What follows belongs to an exercise in optimizing a design on an open flow for small area; a production flow would make more cautious choices. Function was checked by simulation only, so behaviour that the tests miss may differ from the original. The clock input has no modelled driver; a real chip could not lean on it and would need a root buffer or a full tree. No activity file was given, so power comes from the tool's default toggle rates.

===== flow/design.v =====
`timescale 1ns / 1ps
module gc_a21oi_1(input A1, input A2, input B1, output Y); assign Y = (~A1&~B1) | (~A2&~B1); endmodule
module gc_a31oi_1(input A1, input A2, input A3, input B1, output Y); assign Y = (~A1&~B1) | (~A2&~B1) | (~A3&~B1); endmodule
module gc_and2_1(input A, input B, output X); assign X = (A&B); endmodule
module gc_and3_1(input A, input B, input C, output X); assign X = (A&B&C); endmodule
module gc_inv_1(input A, output Y); assign Y = (~A); endmodule
module gc_nand2_1(input A, input B, output Y); assign Y = (~A) | (~B); endmodule
module gc_nand4_1(input A, input B, input C, input D, output Y); assign Y = (~A) | (~B) | (~C) | (~D); endmodule
module gc_nor2_1(input A, input B, output Y); assign Y = (~A&~B); endmodule
module gc_nor3_1(input A, input B, input C, output Y); assign Y = (~A&~B&~C); endmodule
module gc_o21a_1(input A1, input A2, input B1, output X); assign X = (A1&B1) | (A2&B1); endmodule
module gc_o21ai_1(input A1, input A2, input B1, output Y); assign Y = (~A1&~A2) | (~B1); endmodule
module gc_o22a_1(input A1, input A2, input B1, input B2, output X); assign X = (A1&B1) | (A2&B1) | (A1&B2) | (A2&B2); endmodule
module gc_o31ai_1(input A1, input A2, input A3, input B1, output Y); assign Y = (~A1&~A2&~A3) | (~B1); endmodule
module gc_o32a_1(input A1, input A2, input A3, input B1, input B2, output X); assign X = (A1&B1) | (A1&B2) | (A2&B1) | (A3&B1) | (A2&B2) | (A3&B2); endmodule
module gc_o32ai_1(input A1, input A2, input A3, input B1, input B2, output Y); assign Y = (~A1&~A2&~A3) | (~B1&~B2); endmodule
module gc_or2_1(input A, input B, output X); assign X = (A) | (B); endmodule
`timescale 1ns / 1ps
module TimeClockCounter(
    input [6:0] r_presc,
    input [2:0] r_scan,
    input [3:0] r_ms1, r_ms10, r_ms100, r_sec1, r_min1, r_hour1,
    input [2:0] r_sec10, r_min10,
    input [1:0] r_hour10,
    input i_set,
    input [35:0] i_set_time,
    output [6:0] n_presc,
    output [2:0] n_scan,
    output [3:0] n_ms1, n_ms10, n_ms100, n_sec1, n_min1, n_hour1,
    output [2:0] n_sec10, n_min10,
    output [1:0] n_hour10
    );
    wire new_n122, new_n123, new_n124, new_n125, new_n126, new_n127, new_n128, new_n129, new_n130, new_n131, new_n132, new_n133, new_n134, new_n136, new_n137, new_n139, new_n140, new_n142, new_n144, new_n145, new_n146, new_n148, new_n149, new_n150, new_n151, new_n153, new_n154, new_n155, new_n156, new_n158, new_n159, new_n160, new_n162, new_n163, new_n164, new_n166, new_n167, new_n168, new_n169, new_n171, new_n172, new_n173, new_n175, new_n176, new_n178, new_n179, new_n181, new_n182, new_n183, new_n184, new_n186, new_n187, new_n188, new_n190, new_n191, new_n193, new_n194, new_n196, new_n197, new_n198, new_n199, new_n201, new_n202, new_n203, new_n205, new_n206, new_n208, new_n209, new_n210, new_n211, new_n212, new_n214, new_n215, new_n216, new_n217, new_n219, new_n220, new_n221, new_n223, new_n224, new_n226, new_n227, new_n228, new_n229, new_n230, new_n232, new_n233, new_n234, new_n235, new_n237, new_n238, new_n239, new_n241, new_n242, new_n244, new_n245, new_n247, new_n248, new_n249, new_n250, new_n252, new_n254, new_n255, new_n257, new_n258, new_n259, new_n260, new_n262, new_n264, new_n265, new_n266, new_n267, new_n269, new_n270;
    gc_inv_1 u0(.A(r_sec10[2]), .Y(new_n122));
    gc_inv_1 u1(.A(r_min10[2]), .Y(new_n123));
    gc_inv_1 u2(.A(r_hour10[1]), .Y(new_n124));
    gc_inv_1 u3(.A(i_set), .Y(new_n125));
    gc_inv_1 u4(.A(i_set_time[7]), .Y(new_n126));
    gc_inv_1 u5(.A(i_set_time[11]), .Y(new_n127));
    gc_inv_1 u6(.A(i_set_time[15]), .Y(new_n128));
    gc_inv_1 u7(.A(i_set_time[23]), .Y(new_n129));
    gc_inv_1 u8(.A(i_set_time[31]), .Y(new_n130));
    gc_nand4_1 u9(.A(r_presc[0]), .B(r_presc[6]), .C(r_presc[1]), .D(r_presc[5]), .Y(new_n131));
    gc_nor3_1 u10(.A(r_presc[2]), .B(r_presc[4]), .C(new_n131), .Y(new_n132));
    gc_nor2_1 u11(.A(r_presc[0]), .B(r_presc[6]), .Y(new_n133));
    gc_a21oi_1 u12(.A1(r_presc[0]), .A2(r_presc[6]), .B1(new_n133), .Y(new_n134));
    gc_or2_1 u13(.A(new_n132), .B(new_n134), .X(n_presc[0]));
    gc_and2_1 u14(.A(r_scan[0]), .B(new_n132), .X(new_n136));
    gc_nor2_1 u15(.A(r_scan[0]), .B(new_n132), .Y(new_n137));
    gc_nor2_1 u16(.A(new_n136), .B(new_n137), .Y(n_scan[0]));
    gc_and3_1 u17(.A(r_scan[0]), .B(new_n132), .C(r_scan[1]), .X(new_n139));
    gc_nor2_1 u18(.A(r_scan[1]), .B(new_n136), .Y(new_n140));
    gc_nor2_1 u19(.A(new_n139), .B(new_n140), .Y(n_scan[1]));
    gc_nor2_1 u20(.A(r_scan[2]), .B(new_n139), .Y(new_n142));
    gc_a21oi_1 u21(.A1(r_scan[2]), .A2(new_n139), .B1(new_n142), .Y(n_scan[2]));
    gc_nand2_1 u22(.A(r_ms1[0]), .B(new_n132), .Y(new_n144));
    gc_o21ai_1 u23(.A1(r_ms1[0]), .A2(new_n132), .B1(new_n144), .Y(new_n145));
    gc_nand2_1 u24(.A(i_set), .B(i_set_time[0]), .Y(new_n146));
    gc_o21ai_1 u25(.A1(i_set), .A2(new_n145), .B1(new_n146), .Y(n_ms1[0]));
    gc_nor2_1 u26(.A(new_n125), .B(i_set_time[1]), .Y(new_n148));
    gc_nor2_1 u27(.A(r_ms1[3]), .B(new_n144), .Y(new_n149));
    gc_nand2_1 u28(.A(r_ms1[1]), .B(new_n149), .Y(new_n150));
    gc_o21ai_1 u29(.A1(r_ms1[1]), .A2(new_n149), .B1(new_n150), .Y(new_n151));
    gc_a21oi_1 u30(.A1(new_n125), .A2(new_n151), .B1(new_n148), .Y(n_ms1[1]));
    gc_and3_1 u31(.A(r_ms1[0]), .B(new_n132), .C(r_ms1[1]), .X(new_n153));
    gc_nand2_1 u32(.A(r_ms1[2]), .B(new_n153), .Y(new_n154));
    gc_o21ai_1 u33(.A1(r_ms1[2]), .A2(new_n153), .B1(new_n154), .Y(new_n155));
    gc_nand2_1 u34(.A(i_set), .B(i_set_time[2]), .Y(new_n156));
    gc_o21ai_1 u35(.A1(i_set), .A2(new_n155), .B1(new_n156), .Y(n_ms1[2]));
    gc_a21oi_1 u36(.A1(r_ms1[2]), .A2(new_n153), .B1(r_ms1[3]), .Y(new_n158));
    gc_and3_1 u37(.A(r_ms1[0]), .B(new_n132), .C(r_ms1[3]), .X(new_n159));
    gc_nand2_1 u38(.A(i_set), .B(i_set_time[3]), .Y(new_n160));
    gc_o31ai_1 u39(.A1(i_set), .A2(new_n159), .A3(new_n158), .B1(new_n160), .Y(n_ms1[3]));
    gc_nand2_1 u40(.A(r_ms10[0]), .B(new_n159), .Y(new_n162));
    gc_o21ai_1 u41(.A1(r_ms10[0]), .A2(new_n159), .B1(new_n162), .Y(new_n163));
    gc_nand2_1 u42(.A(i_set), .B(i_set_time[4]), .Y(new_n164));
    gc_o21ai_1 u43(.A1(i_set), .A2(new_n163), .B1(new_n164), .Y(n_ms10[0]));
    gc_nor2_1 u44(.A(new_n125), .B(i_set_time[5]), .Y(new_n166));
    gc_nor2_1 u45(.A(r_ms10[3]), .B(new_n162), .Y(new_n167));
    gc_nand2_1 u46(.A(r_ms10[1]), .B(new_n167), .Y(new_n168));
    gc_o21ai_1 u47(.A1(r_ms10[1]), .A2(new_n167), .B1(new_n168), .Y(new_n169));
    gc_a21oi_1 u48(.A1(new_n125), .A2(new_n169), .B1(new_n166), .Y(n_ms10[1]));
    gc_and3_1 u49(.A(r_ms10[0]), .B(new_n159), .C(r_ms10[1]), .X(new_n171));
    gc_nor2_1 u50(.A(r_ms10[2]), .B(new_n171), .Y(new_n172));
    gc_a21oi_1 u51(.A1(r_ms10[2]), .A2(new_n171), .B1(new_n172), .Y(new_n173));
    gc_o22a_1 u52(.A1(i_set), .A2(new_n173), .B1(new_n125), .B2(i_set_time[6]), .X(n_ms10[2]));
    gc_a21oi_1 u53(.A1(r_ms10[2]), .A2(new_n171), .B1(r_ms10[3]), .Y(new_n175));
    gc_and3_1 u54(.A(r_ms10[0]), .B(new_n159), .C(r_ms10[3]), .X(new_n176));
    gc_o32ai_1 u55(.A1(i_set), .A2(new_n176), .A3(new_n175), .B1(new_n125), .B2(new_n126), .Y(n_ms10[3]));
    gc_nand2_1 u56(.A(r_ms100[0]), .B(new_n176), .Y(new_n178));
    gc_o21a_1 u57(.A1(r_ms100[0]), .A2(new_n176), .B1(new_n178), .X(new_n179));
    gc_o22a_1 u58(.A1(i_set), .A2(new_n179), .B1(new_n125), .B2(i_set_time[8]), .X(n_ms100[0]));
    gc_nor2_1 u59(.A(new_n125), .B(i_set_time[9]), .Y(new_n181));
    gc_nor2_1 u60(.A(r_ms100[3]), .B(new_n178), .Y(new_n182));
    gc_nand2_1 u61(.A(r_ms100[1]), .B(new_n182), .Y(new_n183));
    gc_o21ai_1 u62(.A1(r_ms100[1]), .A2(new_n182), .B1(new_n183), .Y(new_n184));
    gc_a21oi_1 u63(.A1(new_n125), .A2(new_n184), .B1(new_n181), .Y(n_ms100[1]));
    gc_and3_1 u64(.A(r_ms100[0]), .B(new_n176), .C(r_ms100[1]), .X(new_n186));
    gc_nor2_1 u65(.A(r_ms100[2]), .B(new_n186), .Y(new_n187));
    gc_a21oi_1 u66(.A1(r_ms100[2]), .A2(new_n186), .B1(new_n187), .Y(new_n188));
    gc_o22a_1 u67(.A1(i_set), .A2(new_n188), .B1(new_n125), .B2(i_set_time[10]), .X(n_ms100[2]));
    gc_a21oi_1 u68(.A1(r_ms100[2]), .A2(new_n186), .B1(r_ms100[3]), .Y(new_n190));
    gc_and3_1 u69(.A(r_ms100[0]), .B(new_n176), .C(r_ms100[3]), .X(new_n191));
    gc_o32ai_1 u70(.A1(i_set), .A2(new_n191), .A3(new_n190), .B1(new_n125), .B2(new_n127), .Y(n_ms100[3]));
    gc_nand2_1 u71(.A(r_sec1[0]), .B(new_n191), .Y(new_n193));
    gc_o21a_1 u72(.A1(r_sec1[0]), .A2(new_n191), .B1(new_n193), .X(new_n194));
    gc_o22a_1 u73(.A1(i_set), .A2(new_n194), .B1(new_n125), .B2(i_set_time[12]), .X(n_sec1[0]));
    gc_nor2_1 u74(.A(new_n125), .B(i_set_time[13]), .Y(new_n196));
    gc_nor2_1 u75(.A(r_sec1[3]), .B(new_n193), .Y(new_n197));
    gc_nand2_1 u76(.A(r_sec1[1]), .B(new_n197), .Y(new_n198));
    gc_o21ai_1 u77(.A1(r_sec1[1]), .A2(new_n197), .B1(new_n198), .Y(new_n199));
    gc_a21oi_1 u78(.A1(new_n125), .A2(new_n199), .B1(new_n196), .Y(n_sec1[1]));
    gc_and3_1 u79(.A(r_sec1[0]), .B(new_n191), .C(r_sec1[1]), .X(new_n201));
    gc_nor2_1 u80(.A(r_sec1[2]), .B(new_n201), .Y(new_n202));
    gc_a21oi_1 u81(.A1(r_sec1[2]), .A2(new_n201), .B1(new_n202), .Y(new_n203));
    gc_o22a_1 u82(.A1(i_set), .A2(new_n203), .B1(new_n125), .B2(i_set_time[14]), .X(n_sec1[2]));
    gc_a21oi_1 u83(.A1(r_sec1[2]), .A2(new_n201), .B1(r_sec1[3]), .Y(new_n205));
    gc_and3_1 u84(.A(r_sec1[0]), .B(new_n191), .C(r_sec1[3]), .X(new_n206));
    gc_o32ai_1 u85(.A1(i_set), .A2(new_n206), .A3(new_n205), .B1(new_n125), .B2(new_n128), .Y(n_sec1[3]));
    gc_nand2_1 u86(.A(r_sec10[0]), .B(new_n206), .Y(new_n208));
    gc_inv_1 u87(.A(new_n208), .Y(new_n209));
    gc_nor2_1 u88(.A(new_n122), .B(new_n208), .Y(new_n210));
    gc_nand2_1 u89(.A(r_min1[0]), .B(new_n210), .Y(new_n211));
    gc_o21a_1 u90(.A1(r_min1[0]), .A2(new_n210), .B1(new_n211), .X(new_n212));
    gc_o22a_1 u91(.A1(i_set), .A2(new_n212), .B1(new_n125), .B2(i_set_time[20]), .X(n_min1[0]));
    gc_nor2_1 u92(.A(new_n125), .B(i_set_time[21]), .Y(new_n214));
    gc_nor2_1 u93(.A(r_min1[3]), .B(new_n211), .Y(new_n215));
    gc_nand2_1 u94(.A(r_min1[1]), .B(new_n215), .Y(new_n216));
    gc_o21ai_1 u95(.A1(r_min1[1]), .A2(new_n215), .B1(new_n216), .Y(new_n217));
    gc_a21oi_1 u96(.A1(new_n125), .A2(new_n217), .B1(new_n214), .Y(n_min1[1]));
    gc_and3_1 u97(.A(r_min1[0]), .B(new_n210), .C(r_min1[1]), .X(new_n219));
    gc_nor2_1 u98(.A(r_min1[2]), .B(new_n219), .Y(new_n220));
    gc_a21oi_1 u99(.A1(r_min1[2]), .A2(new_n219), .B1(new_n220), .Y(new_n221));
    gc_o22a_1 u100(.A1(i_set), .A2(new_n221), .B1(new_n125), .B2(i_set_time[22]), .X(n_min1[2]));
    gc_a21oi_1 u101(.A1(r_min1[2]), .A2(new_n219), .B1(r_min1[3]), .Y(new_n223));
    gc_and3_1 u102(.A(r_min1[0]), .B(new_n210), .C(r_min1[3]), .X(new_n224));
    gc_o32ai_1 u103(.A1(i_set), .A2(new_n224), .A3(new_n223), .B1(new_n125), .B2(new_n129), .Y(n_min1[3]));
    gc_nand2_1 u104(.A(r_min10[0]), .B(new_n224), .Y(new_n226));
    gc_inv_1 u105(.A(new_n226), .Y(new_n227));
    gc_nor2_1 u106(.A(new_n123), .B(new_n226), .Y(new_n228));
    gc_nand2_1 u107(.A(r_hour1[0]), .B(new_n228), .Y(new_n229));
    gc_o21a_1 u108(.A1(r_hour1[0]), .A2(new_n228), .B1(new_n229), .X(new_n230));
    gc_o22a_1 u109(.A1(i_set), .A2(new_n230), .B1(new_n125), .B2(i_set_time[28]), .X(n_hour1[0]));
    gc_nor2_1 u110(.A(new_n125), .B(i_set_time[29]), .Y(new_n232));
    gc_nor2_1 u111(.A(r_hour1[3]), .B(new_n229), .Y(new_n233));
    gc_nand2_1 u112(.A(r_hour1[1]), .B(new_n233), .Y(new_n234));
    gc_o21ai_1 u113(.A1(r_hour1[1]), .A2(new_n233), .B1(new_n234), .Y(new_n235));
    gc_a21oi_1 u114(.A1(new_n125), .A2(new_n235), .B1(new_n232), .Y(n_hour1[1]));
    gc_and3_1 u115(.A(r_hour1[0]), .B(new_n228), .C(r_hour1[1]), .X(new_n237));
    gc_a21oi_1 u116(.A1(new_n124), .A2(new_n237), .B1(r_hour1[2]), .Y(new_n238));
    gc_a31oi_1 u117(.A1(new_n124), .A2(new_n237), .A3(r_hour1[2]), .B1(new_n238), .Y(new_n239));
    gc_o22a_1 u118(.A1(new_n125), .A2(i_set_time[30]), .B1(i_set), .B2(new_n239), .X(n_hour1[2]));
    gc_a21oi_1 u119(.A1(r_hour1[2]), .A2(new_n237), .B1(r_hour1[3]), .Y(new_n241));
    gc_and3_1 u120(.A(r_hour1[0]), .B(new_n228), .C(r_hour1[3]), .X(new_n242));
    gc_o32ai_1 u121(.A1(i_set), .A2(new_n242), .A3(new_n241), .B1(new_n125), .B2(new_n130), .Y(n_hour1[3]));
    gc_nor2_1 u122(.A(r_sec10[0]), .B(new_n206), .Y(new_n244));
    gc_nand2_1 u123(.A(i_set), .B(i_set_time[16]), .Y(new_n245));
    gc_o31ai_1 u124(.A1(new_n209), .A2(new_n244), .A3(i_set), .B1(new_n245), .Y(n_sec10[0]));
    gc_nand2_1 u125(.A(i_set), .B(i_set_time[17]), .Y(new_n247));
    gc_a21oi_1 u126(.A1(new_n122), .A2(new_n209), .B1(r_sec10[1]), .Y(new_n248));
    gc_a31oi_1 u127(.A1(new_n122), .A2(new_n209), .A3(r_sec10[1]), .B1(i_set), .Y(new_n249));
    gc_inv_1 u128(.A(new_n249), .Y(new_n250));
    gc_o21ai_1 u129(.A1(new_n248), .A2(new_n250), .B1(new_n247), .Y(n_sec10[1]));
    gc_o21ai_1 u130(.A1(new_n122), .A2(new_n209), .B1(new_n249), .Y(new_n252));
    gc_o21a_1 u131(.A1(new_n125), .A2(i_set_time[18]), .B1(new_n252), .X(n_sec10[2]));
    gc_nor2_1 u132(.A(r_min10[0]), .B(new_n224), .Y(new_n254));
    gc_nand2_1 u133(.A(i_set), .B(i_set_time[24]), .Y(new_n255));
    gc_o31ai_1 u134(.A1(new_n227), .A2(new_n254), .A3(i_set), .B1(new_n255), .Y(n_min10[0]));
    gc_nand2_1 u135(.A(i_set), .B(i_set_time[25]), .Y(new_n257));
    gc_a21oi_1 u136(.A1(new_n123), .A2(new_n227), .B1(r_min10[1]), .Y(new_n258));
    gc_a31oi_1 u137(.A1(new_n123), .A2(new_n227), .A3(r_min10[1]), .B1(i_set), .Y(new_n259));
    gc_inv_1 u138(.A(new_n259), .Y(new_n260));
    gc_o21ai_1 u139(.A1(new_n258), .A2(new_n260), .B1(new_n257), .Y(n_min10[1]));
    gc_o21ai_1 u140(.A1(new_n123), .A2(new_n227), .B1(new_n259), .Y(new_n262));
    gc_o21a_1 u141(.A1(new_n125), .A2(i_set_time[26]), .B1(new_n262), .X(n_min10[2]));
    gc_nor2_1 u142(.A(r_hour10[0]), .B(new_n242), .Y(new_n264));
    gc_nand2_1 u143(.A(r_hour10[0]), .B(new_n242), .Y(new_n265));
    gc_inv_1 u144(.A(new_n265), .Y(new_n266));
    gc_nand2_1 u145(.A(i_set), .B(i_set_time[32]), .Y(new_n267));
    gc_o31ai_1 u146(.A1(new_n264), .A2(new_n266), .A3(i_set), .B1(new_n267), .Y(n_hour10[0]));
    gc_nor2_1 u147(.A(r_hour10[1]), .B(new_n265), .Y(new_n269));
    gc_nor3_1 u148(.A(new_n124), .B(new_n237), .C(new_n266), .Y(new_n270));
    gc_o32a_1 u149(.A1(i_set), .A2(new_n270), .A3(new_n269), .B1(new_n125), .B2(i_set_time[33]), .X(n_hour10[1]));
    assign n_presc[1] = r_presc[0];
    assign n_presc[2] = r_presc[1];
    assign n_presc[3] = r_presc[2];
    assign n_presc[4] = r_presc[3];
    assign n_presc[5] = r_presc[4];
    assign n_presc[6] = r_presc[5];
endmodule
`timescale 1ns / 1ps
module g_inv(input a, output y); assign y = ~a; endmodule
module g_nand2(input a, b, output y); assign y = ~(a & b); endmodule
module g_nand3(input a, b, c, output y); assign y = ~(a & b & c); endmodule
module g_nor2(input a, b, output y); assign y = ~(a | b); endmodule
module g_nor3(input a, b, c, output y); assign y = ~(a | b | c); endmodule
module g_or2(input a, b, output y); assign y = a | b; endmodule
module g_and2(input a, b, output y); assign y = a & b; endmodule
module g_and3(input a, b, c, output y); assign y = a & b & c; endmodule
module g_a21o(input a1, a2, b, output y); assign y = (a1 & a2) | b; endmodule
module g_a21oi(input a1, a2, b, output y); assign y = ~((a1 & a2) | b); endmodule
module g_o21ai(input a1, a2, b, output y); assign y = ~((a1 | a2) & b); endmodule
module g_o2111ai(input a1, a2, b, c, d, output y); assign y = ~((a1 | a2) & b & c & d); endmodule
module g_a22oi(input a1, a2, b1, b2, output y); assign y = ~((a1 & a2) | (b1 & b2)); endmodule
module g_a222oi(input a1, a2, b1, b2, c1, c2, output y); assign y = ~((a1 & a2) | (b1 & b2) | (c1 & c2)); endmodule
module g_nand3b(input an, b, c, output y); assign y = ~(~an & b & c); endmodule
`timescale 1ns / 1ps
module BCDtoFND_Decoder(
    input i_mode_SW, input i_en, input i_enTriBuff, input [2:0] r_scan,
    input [3:0] w_ms100, w_ms10, w_sec1, w_min1, w_hour1,
    input [2:0] w_sec10, w_min10,
    input [1:0] w_hour10,
    output [3:0] o_digitPosition,
    output [7:0] o_fndfont);
    wire S2 = r_scan[2], S1 = r_scan[1], S0 = r_scan[0], m = i_mode_SW;
    wire nS1, nS0, nm, noff;
    g_inv u_i1(S1, nS1);
    g_inv u_i0(S0, nS0);
    g_inv u_im(m, nm);
    g_nor2  u_noff(i_en, i_enTriBuff, noff);
    g_nand3 u_p0(noff, nS1, nS0, o_digitPosition[0]);
    g_nand3 u_p1(noff, nS1, S0,  o_digitPosition[1]);
    g_nand3 u_p2(noff, S1,  nS0, o_digitPosition[2]);
    g_nand3 u_p3(noff, S1,  S0,  o_digitPosition[3]);
    wire [7:0] s;
    g_nor3 u_s0(S1,  S0,  m,  s[0]);
    g_nor3 u_s1(S1,  nS0, m,  s[1]);
    g_nor3 u_s2(nS1, S0,  m,  s[2]);
    g_nor3 u_s3(nS1, nS0, m,  s[3]);
    g_nor3 u_s4(S1,  S0,  nm, s[4]);
    g_nor3 u_s5(S1,  nS0, nm, s[5]);
    g_nor3 u_s6(nS1, S0,  nm, s[6]);
    g_nor3 u_s7(nS1, nS0, nm, s[7]);
    wire [3:0] v;
    wire k0a, k0b, k0c, k1a, k1b, k1c, k2a, k2b, k2c, k3a, k3b;
    g_a222oi u_k0a(s[0], w_ms10[0], s[1], w_ms100[0], s[2], w_sec1[0], k0a);
    g_a222oi u_k0b(s[3], w_sec10[0], s[4], w_min1[0], s[5], w_min10[0], k0b);
    g_a22oi  u_k0c(s[6], w_hour1[0], s[7], w_hour10[0], k0c);
    g_nand3  u_v0(k0a, k0b, k0c, v[0]);
    g_a222oi u_k1a(s[0], w_ms10[1], s[1], w_ms100[1], s[2], w_sec1[1], k1a);
    g_a222oi u_k1b(s[3], w_sec10[1], s[4], w_min1[1], s[5], w_min10[1], k1b);
    g_a22oi  u_k1c(s[6], w_hour1[1], s[7], w_hour10[1], k1c);
    g_nand3  u_v1(k1a, k1b, k1c, v[1]);
    g_a222oi u_k2a(s[0], w_ms10[2], s[1], w_ms100[2], s[2], w_sec1[2], k2a);
    g_a222oi u_k2b(s[3], w_sec10[2], s[4], w_min1[2], s[5], w_min10[2], k2b);
    g_nand2  u_k2c(s[6], w_hour1[2], k2c);
    g_nand3  u_v2(k2a, k2b, k2c, v[2]);
    g_a222oi u_k3a(s[0], w_ms10[3], s[1], w_ms100[3], s[2], w_sec1[3], k3a);
    g_a22oi  u_k3b(s[4], w_min1[3], s[6], w_hour1[3], k3b);
    g_nand2  u_v3(k3a, k3b, v[3]);
    wire nx, x;
    g_nor2 u_nx(i_en, S2, nx);
    g_inv  u_x(nx, x);
    wire n14, n15, n16, n17, n18, n20, n23, n25, n27, n28;
    g_inv     u_n14(v[3], n14);
    g_o21ai   u_n15(v[1], v[0], v[2], n15);
    g_inv     u_n16(v[2], n16);
    g_nand2   u_n17(n16, v[1], n17);
    g_o2111ai u_n18(v[2], v[0], n14, n15, n17, n18);
    g_nand2   u_o0(n18, nx, o_fndfont[0]);
    g_and2    u_n20(v[1], v[0], n20);
    g_o21ai   u_o1(n15, n20, nx, o_fndfont[1]);
    g_o21ai   u_o2(v[0], n17, nx, o_fndfont[2]);
    g_a21oi   u_n23(n20, v[2], x, n23);
    g_nand2   u_o3(n23, n18, o_fndfont[3]);
    g_nor2    u_n25(x, v[0], n25);
    g_o21ai   u_o4(v[1], n16, n25, o_fndfont[4]);
    g_nor2    u_n27(v[1], v[0], n27);
    g_nand2   u_n28(n14, n16, n28);
    g_o21ai   u_o5(n27, n28, n23, o_fndfont[5]);
    g_o21ai   u_o6(v[1], n28, n23, o_fndfont[6]);
    wire q6, b10, ge;
    g_and3  u_q6(S2, S1, nS0, q6);
    g_or2   u_b10(w_ms100[1], w_ms100[0], b10);
    g_a21o  u_ge(w_ms100[2], b10, w_ms100[3], ge);
    g_nand3b u_dp(i_en, q6, ge, o_fndfont[7]);
endmodule
`timescale 1ns / 1ps
module top_TimeClock(
    input i_clk,
    input i_reset,
    input i_mode_SW,
    input i_en,
    input i_enTriBuff,
    input i_set,
    input [35:0] i_set_time,
    output [3:0] o_digitPosition,
    output [7:0] o_fndfont
    );
    reg [6:0] r_presc;
    reg [2:0] r_scan;
    reg [3:0] r_ms1, r_ms10, r_ms100, r_sec1, r_min1, r_hour1;
    reg [2:0] r_sec10, r_min10;
    reg [1:0] r_hour10;
    wire [6:0] n_presc;
    wire [2:0] n_scan;
    wire [3:0] n_ms1, n_ms10, n_ms100, n_sec1, n_min1, n_hour1;
    wire [2:0] n_sec10, n_min10;
    wire [1:0] n_hour10;
    TimeClockCounter next_state(
        .r_presc(r_presc), .r_scan(r_scan),
        .r_ms1(r_ms1), .r_ms10(r_ms10), .r_ms100(r_ms100), .r_sec1(r_sec1),
        .r_min1(r_min1), .r_hour1(r_hour1), .r_sec10(r_sec10), .r_min10(r_min10),
        .r_hour10(r_hour10),
        .i_set(i_set), .i_set_time(i_set_time),
        .n_presc(n_presc), .n_scan(n_scan),
        .n_ms1(n_ms1), .n_ms10(n_ms10), .n_ms100(n_ms100), .n_sec1(n_sec1),
        .n_min1(n_min1), .n_hour1(n_hour1), .n_sec10(n_sec10), .n_min10(n_min10),
        .n_hour10(n_hour10)
    );
    always @(posedge i_clk or posedge i_reset) begin
        if(i_reset) begin
            r_presc  <= 7'b0001100;
            r_scan   <= 0;
            r_ms1    <= 0;
            r_ms10   <= 0;
            r_ms100  <= 0;
            r_sec1   <= 0;
            r_sec10  <= 0;
            r_min1   <= 0;
            r_min10  <= 0;
            r_hour1  <= 0;
            r_hour10 <= 0;
        end
        else begin
            r_presc  <= n_presc;
            r_scan   <= n_scan;
            r_ms1    <= n_ms1;
            r_ms10   <= n_ms10;
            r_ms100  <= n_ms100;
            r_sec1   <= n_sec1;
            r_sec10  <= n_sec10;
            r_min1   <= n_min1;
            r_min10  <= n_min10;
            r_hour1  <= n_hour1;
            r_hour10 <= n_hour10;
        end
    end
    BCDtoFND_Decoder display(
        .i_mode_SW(i_mode_SW),
        .i_en(i_en),
        .i_enTriBuff(i_enTriBuff),
        .r_scan(r_scan),
        .w_ms100(r_ms100),
        .w_ms10(r_ms10),
        .w_sec1(r_sec1),
        .w_min1(r_min1),
        .w_hour1(r_hour1),
        .w_sec10(r_sec10),
        .w_min10(r_min10),
        .w_hour10(r_hour10),
        .o_digitPosition(o_digitPosition),
        .o_fndfont(o_fndfont)
    );
endmodule

===== flow/flow/run.sh =====
#!/bin/bash
# The standard layout (standard.sh) with: cells downsized to their
# smallest drive strength after synthesis, buf_1 port buffers, clkbuf_4 clock
# buffers, no CTS dummy loads, and the CTS root buffer removed when the port
# can drive the leaf buffers itself. make's output goes to standard.log, each
# ORFS step's own log to orfs/logs/.
F=$(pwd)/flow
bash standard.sh \
  POST_SYNTH_TCL=$F/downsize.tcl \
  POST_CTS_TCL=$F/clkroot.tcl \
  BUFFER_PORTS_ARGS="-buffer_cell sky130_fd_sc_hd__buf_1" \
  CTS_ARGS="-sink_clustering_enable -repair_clock_nets -dont_use_dummy_load -buf_list sky130_fd_sc_hd__clkbuf_4 -sink_clustering_max_diameter 20" \
  finish > standard.log 2>&1

===== flow/flow/clkroot.tcl =====
set block [ord::get_db_block]
set clk [$block findNet i_clk]
set sinks [$clk getITerms]
if {[llength $sinks] == 1} {
  set root [[lindex $sinks 0] getInst]
  set rm [[$root getMaster] getName]
  if {[string match {sky130_fd_sc_hd__clkbuf_*} $rm]} {
    set out [[$root findITerm X] getNet]
    set loads {}
    foreach it [$out getITerms] {
      if {[$it getInst] ne $root} { lappend loads $it }
    }
    set ok [expr {[llength $loads] <= 4 && [llength [$out getBTerms]] == 0}]
    foreach it $loads {
      if {![string match {sky130_fd_sc_hd__clkbuf_*} [[[$it getInst] getMaster] getName]]} { set ok 0 }
    }
    if {$ok} {
      foreach it $loads {
        $it disconnect
        $it connect $clk
      }
      odb::dbInst_destroy $root
      odb::dbNet_destroy $out
      puts "clkroot: removed $rm, port drives [llength $loads] leaf buffers"
    }
  }
}

===== flow/flow/downsize.tcl =====
set block [ord::get_db_block]
set db [ord::get_db]
set dont_use [split $::env(DONT_USE_CELLS)]
set n 0
foreach inst [$block getInsts] {
  set m [$inst getMaster]
  set name [$m getName]
  if {![regexp {^(sky130_fd_sc_hd__[a-z0-9]+)_([0-9]+)$} $name -> base strength]} { continue }
  set best $m
  set best_area [expr {[$m getWidth] * [$m getHeight]}]
  set best_strength $strength
  foreach lib [$db getLibs] {
    foreach c [$lib getMasters] {
      set cn [$c getName]
      if {![regexp "^${base}_(\[0-9\]+)\$" $cn -> s]} { continue }
      if {[lsearch -exact $dont_use $cn] >= 0} { continue }
      set a [expr {[$c getWidth] * [$c getHeight]}]
      if {$a < $best_area || ($a == $best_area && $s > $best_strength)} {
        set best $c
        set best_area $a
        set best_strength $s
      }
    }
  }
  if {$best ne $m} {
    $inst swapMaster $best
    incr n
  }
}
puts "downsize: swapped $n instances"

===== flow/standard.sh =====
#!/bin/bash
# synth_recipe.tcl (not shown) runs the flow's synth.tcl, then flattens the netlist and writes it again
# the make line also repeats each setting of config.mk as NAME=value (left out here)
make -C /OpenROAD-flow-scripts/flow DESIGN_CONFIG=/design/flow/config.mk WORK_HOME=/design/flow/orfs CLKGATE_MAP_FILE= SYNTH_SCRIPT=/design/flow/synth_recipe.tcl "${@:-finish}"

===== flow/config.mk =====
export PLATFORM = sky130hd
export DESIGN_NAME = top_TimeClock
export DESIGN_NICKNAME = top_TimeClock
export VERILOG_FILES = /design/flow/design.v
export SDC_FILE = /design/flow/constraint.sdc
export NUM_CORES = 4
export LEC_CHECK = 0
export CAP_MARGIN = 20
export CORE_AREA = 2.3 2.72 57.5 59.84
export DIE_AREA = 0 0 59.8 62.56
export SLEW_MARGIN = 20
export SYNTH_HIERARCHICAL = 1

===== flow/constraint.sdc =====
create_clock -name core_clock -period 10.0 [get_ports {i_clk}]
set_input_delay 2.0000 -clock core_clock [delete_from_list [all_inputs] [get_ports {i_clk}]]
set_output_delay 2.0000 -clock core_clock [all_outputs]
set_load 0.01 [all_outputs]

==> qor.txt <==
POWER
-----------------------------------------------------------------------
Internal power of the cells                                  0.000221 W
Fraction of power consumed by sequential logic                    63.4%
Pwr Density                                                  127 nW/um2
P_sw                                                        0.0000832 W
Leakage                                                         1.05 nW
Logic pwr share                                                   16.5%
Net switching fraction of the power                               27.3%
Clock network fraction of total power                             20.1%
Maximum resistive drop on vdd                                  0.110 mV

JOB
-----------------------------------------------------------------------
Max capacitance violation total                                       0

LAYOUT
-----------------------------------------------------------------------
Ratio of cells with drive above 1 in the final layout             9.97%
Net count, final                                                    345
Area delta synth->final                                           11.2%
Antenna diodes                                                        0
Non-filler cells, final                                             335
Number of fill cells                                                246

FLOORPLANNING
-----------------------------------------------------------------------
Starting density of the core                                      68.5%
Number of primary I/O pins                                           54
Horizontal extent of the die                                    59.8 um
Area of the die                                                3740 um2
Row cnt                                                              21
Floorplan Core Area                                            3150 um2
Die height                                                      62.6 um

SETUP PATH
-----------------------------------------------------------------------
WS Path Type                                               primary input to output pin
Endpoint arrival time on the critical path                      3.73 ns
Maximum cell stage delay along the critical path                0.45 ns
Cell type of the slowest stage on the worst timing path        a222oi_1
Most frequent CP cell                                             buf_1
Ordered cell list for the critical path                    buf_1 > nor3_1 > a222oi_1 > nand3_1 > and2_1 > a21oi_1 > o21ai_1 > buf_1
Largest fanout of any net on the critical path                        6
Register-to-register setup slack                                5.94 ns
Startpoint type of the worst setup path                    primary input
Capturing element type of the critical path                  output pin
WP data required                                                8.00 ns

ROUTING
-----------------------------------------------------------------------
Final antenna-violating net count                                     0
Routed wirelength normalized by instance count                  14.6 um
Number of vias after detailed routing                             2,030
DR DRC count                                                          0
Starting DRT DRC Count                                              171
Via density per instance                                           6.06
Pre-antenna DRT Iters                                                 5
Aggregate routed wire length                                    4880 um

SYNTH
-----------------------------------------------------------------------
Synthesis Warnings                                                    7
Synth Cell Area                                                2160 um2
Net Count, Synth                                                    295
Mean instance size in the synthesized netlist                  8.53 um2
Gate count of the mapped netlist                                    253

TIMING
-----------------------------------------------------------------------
Worst rel slew slack                                              41.6%
RSZ-0062 raised after global routing                              false
Clock skew after layout                                       0.0172 ns
Final count of hold timing violations                                 0
Setup TNS                                                          0 ns
Peak clock frequency supported by timing                        174 MHz
Setup-violating endpoint count in the final report                    0
Final number of max-transition violations                             0
Final worst path period need                                    5.73 ns
Final cycle utilization of the critical path                      57.3%
Worst-margin pin slew                                          0.874 ns

GRT
-----------------------------------------------------------------------
GRT Total Usage                                                   27.3%
Global-route wire length before repair                          7870 um
Initial antenna violation count                                       0
Pin count of the biggest net entering global routing                 43
Residual overflow from global routing                                 0
Number of global-route vias before repair                         1,848

PLACEMENT
-----------------------------------------------------------------------
Routability congestion estimate from global placement             0.793
# port buffers                                                       49
Post-placement cell count                                           331
HPWL after detailed placement                                   3510 um

STATUS
-----------------------------------------------------------------------
Result of the run                      no timing/DRC/antenna violations

CLOCKING
-----------------------------------------------------------------------
Number of clock sinks                                                42
Clock-pin slew on the worst setup and hold paths                0.12 ns
Insertion delay to the later sink of the worst-skew pair        0.17 ns

HOLD PATH
-----------------------------------------------------------------------
Hold Path Class                                            register to register

-- path summary, 6_finish.rpt --
path / from / endpoint / cells after the start
worst min register to register: r_presc[2] / r_presc[3] / 0
worst max register to register: r_presc[0] / r_hour10[1] / 16
worst min-delay path: r_presc[2] / r_presc[3] / 0
max in group asynchronous: i_reset / r_min1[1] / 2
worst max-delay path: i_mode_SW / o_fndfont[6] / 8
min in group asynchronous: i_reset / r_min10[2] / 2
-- flip-flops by register name, summed over array words and instances, names as in the netlist --
register,count
r_hour1,4
r_hour10,2
r_min1,4
r_min10,3
r_ms1,4
r_ms10,4
r_ms100,4
r_presc,7
r_scan,3
r_sec1,4
r_sec10,3
-- through the flow --
stage	instance area [um2]	hold WS, ns	setup WS (ns)	power (W)	util [%]
floorplan	2160	0.429	4.87	0.000226	-
global placement	2370	0.355	4.32	0.000244	75.2
detailed placement	2370	0.357	4.29	0.000246	75.2
global route	2400	0.377	4.09	0.000321	76.1
finish	2400	0.374	4.27	0.000304	76.1
-- power by group through the flow --
stage | combinational [W] | clock, W | sequential, W
after floorplan | 0.0000331 | 0 | 0.000193
after global placement | 0.0000478 | 0 | 0.000196
after detailed placement | 0.0000499 | 0 | 0.000196
after global routing | 0.0000566 | 0.0000693 | 0.000195
final | 0.0000503 | 0.0000611 | 0.000193
-- cell usage in the layout, fill, tap and decap left out, drive strengths merged, types with 2 or more instances in the layout --
cell	n
dfrtp	40
nor3	10
o21ai	22
o22a	9
a21oi	22
inv	21
clkbuf	4
and2	2
nor2	32
o32ai	5
o31ai	4
or2	2
a222oi	7
nand3	7
dfstp	2
buf	50
nand2	31
a22oi	3
o21a	6
a31oi	3
and3	14
-- metal layers --
| layer | track usage (%) | vias up | wire length, um |
|---|---|---|---|
| li1 | - | 1018 | - |
| met2 | 43.2 | 94 | 2250 |
| met1 | 37.8 | 906 | 2220 |
| met4 | 8.06 | 0 | 94 |
| met3 | 5.18 | 12 | 318 |
| met5 | 0 | - | 0 |
-- worst max-delay path, delay by kind of cell --
family                 cells  cell delay (ns)
and+or+nand+nor            3             0.61
buffers and inverters      2             0.36
AOI/OAI and AO/OA          3             0.76
-- layout make-up --
type	instances	area, um2	share of cell area, %
Inverter	21	78.8	3.28
Multi-Input combinational cell	184	1000	41.8
Timing Repair Buffer	50	191	7.98
Sequential cell	42	1050	43.9
Tap cell	34	42.5	1.77
Clock buffer	4	30.0	1.25

==> afterwards: timing with drivers on the ports <==
How much do the figures lean on ideal ports? The routed layout below was timed once more, with nothing changed but the port constraints.
Step 1 (the two cells are an assumption about what drives the block):
set clk [get_ports {i_clk}]
set_driving_cell -lib_cell sky130_fd_sc_hd__clkbuf_16 $clk
set_driving_cell -lib_cell sky130_fd_sc_hd__buf_2 [delete_from_list [all_inputs] $clk]
Step 2 adds t to the input delays and takes it off the output delays; t is the mean of the earliest and latest rising clock arrival at the registers after step 1. Input paths then give back, and output paths get back, about the clock's delay inside the block.
Slacks: ideal / step 1 / step 2; pairs: ideal / step 1.
t (ns): 0.209
slack for setup (ns): 4.266 / 4.236 / 4.236
worst hold slack (ns): 0.374 / 0.374 / 0.374
worst setup path after step 2: input to output
After both steps setup and hold are still met in this run. The setup slack of this run moves by -0.030 ns with the drivers and by -0.030 ns with both steps.
